This design comes from an exercise in tuning for small area, a short achievable clock period and few clock cycles on the open sky130 flow, not from production work. The RTL was checked by simulation tests, not by an equivalence proof against the original design. Power figures rest on the tool's default switching activity, not on a simulated workload.

## booth_mul
module booth_mul (
    input             CLK ,
    input             RSTn ,
    input      [23:0] m1 ,
    input      [23:0] m2 ,
    input             BREQ ,
    output     [47:0] res ,
    output            BACK
);
Size: about 100 I/O pins, ~15000 um2 of cells after synthesis.
==> flow/config.mk <==
export PLATFORM = sky130hd
export DESIGN_NAME = booth_mul
export DESIGN_NICKNAME = booth_mul
export VERILOG_FILES = /design/flow/design.v
export SDC_FILE = /design/flow/constraint.sdc
export NUM_CORES = 4
export LEC_CHECK = 0
export ABC_AREA = 1
export CAP_MARGIN = 20
export CORE_MARGIN = 2
export CORE_UTILIZATION = 70
export SETUP_SLACK_MARGIN = 1.5
export SLEW_MARGIN = 20
==> flow/constraint.sdc <==
create_clock -name core_clock -period 6.0 [get_ports {CLK}]
set_input_delay 1.2000 -clock core_clock [delete_from_list [all_inputs] [get_ports {CLK}]]
set_output_delay 1.2000 -clock core_clock [all_outputs]
set_load 0.01 [all_outputs]
standard.sh (not shown) runs the stock make flow with config.mk's settings and CLKGATE_MAP_FILE= SYNTH_SCRIPT=/design/flow/synth_recipe.tcl, a recipe that flattens the netlist after the stock synthesis.
==> flow/flow/run.sh <==
#!/bin/bash
# The standard layout (standard.sh: ORFS with the standard flow's settings) with two changes:
#  - the ports get plain buffers (buf_2, which the resizer may size up) instead of
#    the delay cells buffer_ports picks on its own;
#  - after the standard synthesis, fa_polarity.py removes inverters between full
#    adders (it flips full adders' polarity, same function and registers), and the
#    netlist is read in again before the floorplan.
set -euo pipefail
A='BUFFER_PORTS_ARGS=-buffer_cell sky130_fd_sc_hd__buf_2'
bash standard.sh "$A" synth > make_synth.log 2>&1
net=orfs/results/$FLOW_PLATFORM/booth_mul/base/1_2_yosys.v
python3 flow/fa_polarity.py "$net" > fa_polarity.log 2>&1
bash standard.sh "$A" do-1_synth > make_synth_odb.log 2>&1
bash standard.sh "$A" finish > make_finish.log 2>&1
Other scripts of this flow, unchanged in this note and not shown: flow/flow/fa_polarity.py
The first run completed without violations.
Testbench counts at the start, summed over its fixed seeds: cycles 32,000.
Change:
--- a/flow/config.mk
+++ b/flow/config.mk
@@ -11,3 +11,3 @@
 export CORE_UTILIZATION = 70
-export SETUP_SLACK_MARGIN = 1.5
+export SETUP_SLACK_MARGIN = 2.0
 export SLEW_MARGIN = 20
Synthesized area stays the same.
Fmax rises by 8.9%.
Via count grows by 10%.
Design area rises by 11%.

run 1:
booth_mul again, from the RTL that the note above started with.
==> flow/design.v (excerpt) <==
module booth_mul (
    input             CLK ,
    input             RSTn ,
    input      [23:0] m1 ,
    input      [23:0] m2 ,
    input             BREQ ,
    output     [47:0] res ,
    output            BACK
);
export LEC_CHECK = 0
export ABC_AREA = 1
export CAP_MARGIN = 20
export CORE_MARGIN = 2
export CORE_UTILIZATION = 70
export SETUP_SLACK_MARGIN = 1.75
export SLEW_MARGIN = 20
create_clock -name core_clock -period 6.0 [get_ports {CLK}]
==> flow/flow/run.sh <==
#!/bin/bash
# The standard layout (standard.sh, which runs ORFS with the standard flow's settings), with one
# change: the ports get plain buffers (buf_2, which the resizer may size up) instead
# of the delay cells buffer_ports picks on its own.
set -euo pipefail
bash standard.sh 'BUFFER_PORTS_ARGS=-buffer_cell sky130_fd_sc_hd__buf_2' finish > standard_make.log 2>&1
Testbench counts of run 1, summed over its fixed seeds: cycles 32,000.
The inputs of run 2 differ from those of run 1 as listed below.
Settings: swapping 1.75 for 1.5 in SETUP_SLACK_MARGIN; swapping 70 for 55 in CORE_UTILIZATION.
Results
Run 2 ends up with a post-cts sizing count that is 34 lower than in run 1.
In the reports for run 1 and run 2, the smaller routed wire length belongs to run 1.
Number of enable flip-flop cells after synthesis: run 1 vs run 2 identical
On static power due to leakage, the higher figure sits with run 2, not run 1.
The inputs of run 3 differ from those of run 2 as listed below.
Settings: a change of CORE_UTILIZATION from 55 to 40.
==> flow/run.sh (new file) <==
#!/bin/bash
# synth_recipe.tcl (not shown) runs the flow's synth.tcl, then flattens the netlist and writes it again
# the make line also repeats each setting of config.mk as NAME=value (left out here)
make -C /OpenROAD-flow-scripts/flow DESIGN_CONFIG=/design/flow/config.mk WORK_HOME=/design/flow/orfs CLKGATE_MAP_FILE= SYNTH_SCRIPT=/design/flow/synth_recipe.tcl finish
removed: flow/flow/run.sh
removed: flow/standard.sh
==> notes.md <==
- Looking at end point of the critical path, the u_booth.q_c736 result is from run 2; the u_booth.q_s717 one comes from run 3.
- Against run 2, run 3 reports a fraction of the cycle the final worst path needs that is higher.
- From run 2 to run 3 the numbers moved as follows: proportion of power drawn by combinational gates moved up, number of nets in the layout went up by 23.
- On fill cell total of the finished layout: between run 3 and run 2, it ends up lower for run 2.
- Relative to run 2, combinational power has gone up in run 3.
- Looking only at total power, and setting everything else aside, the lower value of run 3 and run 2 goes to run 2.
- Per the comparison of run 3 with run 2, overall track demand over capacity in global routing fell 6.5 points; worst setup slack fell 96 ps; wire length rose 8.0%.
- Going from run 2 to run 3, wire length of the first global-routing pass grows by 5.0 mm.
- Average wire per standard cell sits higher in run 3 than in run 2.
Modified inputs, run 4 compared to run 3
Settings: a change of SETUP_SLACK_MARGIN from 1.5 to 1.25; a change of CORE_UTILIZATION from 40 to 55.
==> flow/flow/run.sh (new file) <==
#!/bin/bash
# The standard layout (standard.sh, which runs ORFS with the standard flow's settings), with one
# change: the ports get plain buffers (buf_2, which the resizer may size up) instead
# of the delay cells buffer_ports picks on its own.
set -euo pipefail
bash standard.sh 'BUFFER_PORTS_ARGS=-buffer_cell sky130_fd_sc_hd__buf_2' finish > standard_make.log 2>&1
==> flow/standard.sh (new file) <==
#!/bin/bash
# synth_recipe.tcl (not shown) runs the flow's synth.tcl, then flattens the netlist and writes it again
# the make line also repeats each setting of config.mk as NAME=value (left out here)
make -C /OpenROAD-flow-scripts/flow DESIGN_CONFIG=/design/flow/config.mk WORK_HOME=/design/flow/orfs CLKGATE_MAP_FILE= SYNTH_SCRIPT=/design/flow/synth_recipe.tcl "${@:-finish}"
removed: flow/run.sh
## What came out
- When run 4 is measured against run 3, its maximum fanout along the worst path turns out 6 lower.
- Looking at shortest period the worst path allows, run 4 sits 65 ps above run 3.
- The run showing the greater synthesis-to-finish area growth is run 3.
- Longest individual stage delay on the worst path ends up lower on run 3.

re-timing with driven ports:
How much do the figures lean on ideal ports? The routed layouts below were timed once more, with nothing changed but the port constraints.
Step 1 (the two cells are an assumption about what drives the block):
set clk [get_ports {CLK}]
set_driving_cell -lib_cell sky130_fd_sc_hd__clkbuf_16 $clk
set_driving_cell -lib_cell sky130_fd_sc_hd__buf_2 [delete_from_list [all_inputs] $clk]
Step 2 also shifts input and output timing later by t, the mid clock arrival at the registers, as if the neighbouring blocks saw the same clock.
Three values: ideal ports, drivers, drivers and shift; two values: the first two.
run | t, ns | slack for setup (ns) | worst setup path after step 2 | latest minus earliest clock arrival (ns) | worst data-port slew with drivers (ns)
the first run of note 1 | 0.413 | 1.558 / 1.578 / 1.165 | input to register | 0.017 / 0.017 | 0.04
the second run of note 1 | 0.416 | 1.920 / 1.901 / 1.501 | input to register | 0.015 / 0.015 | 0.08
run 1 | 0.422 | 1.805 / 1.753 / 1.424 | input to register | 0.013 / 0.014 | 0.04
run 2 | 0.418 | 1.574 / 1.582 / 1.187 | input to register | 0.007 / 0.008 | 0.05
run 3 | 0.422 | 1.478 / 1.504 / 1.082 | input to register | 0.013 / 0.013 | 0.09
run 4 | 0.420 | 1.413 / 1.444 / 1.023 | input to register | 0.009 / 0.009 | 0.05
After both steps every run listed still meets setup and hold. The setup slack of the second run of note 1, which loses most, moves by -0.019 ns with the drivers and by -0.419 ns with both steps.
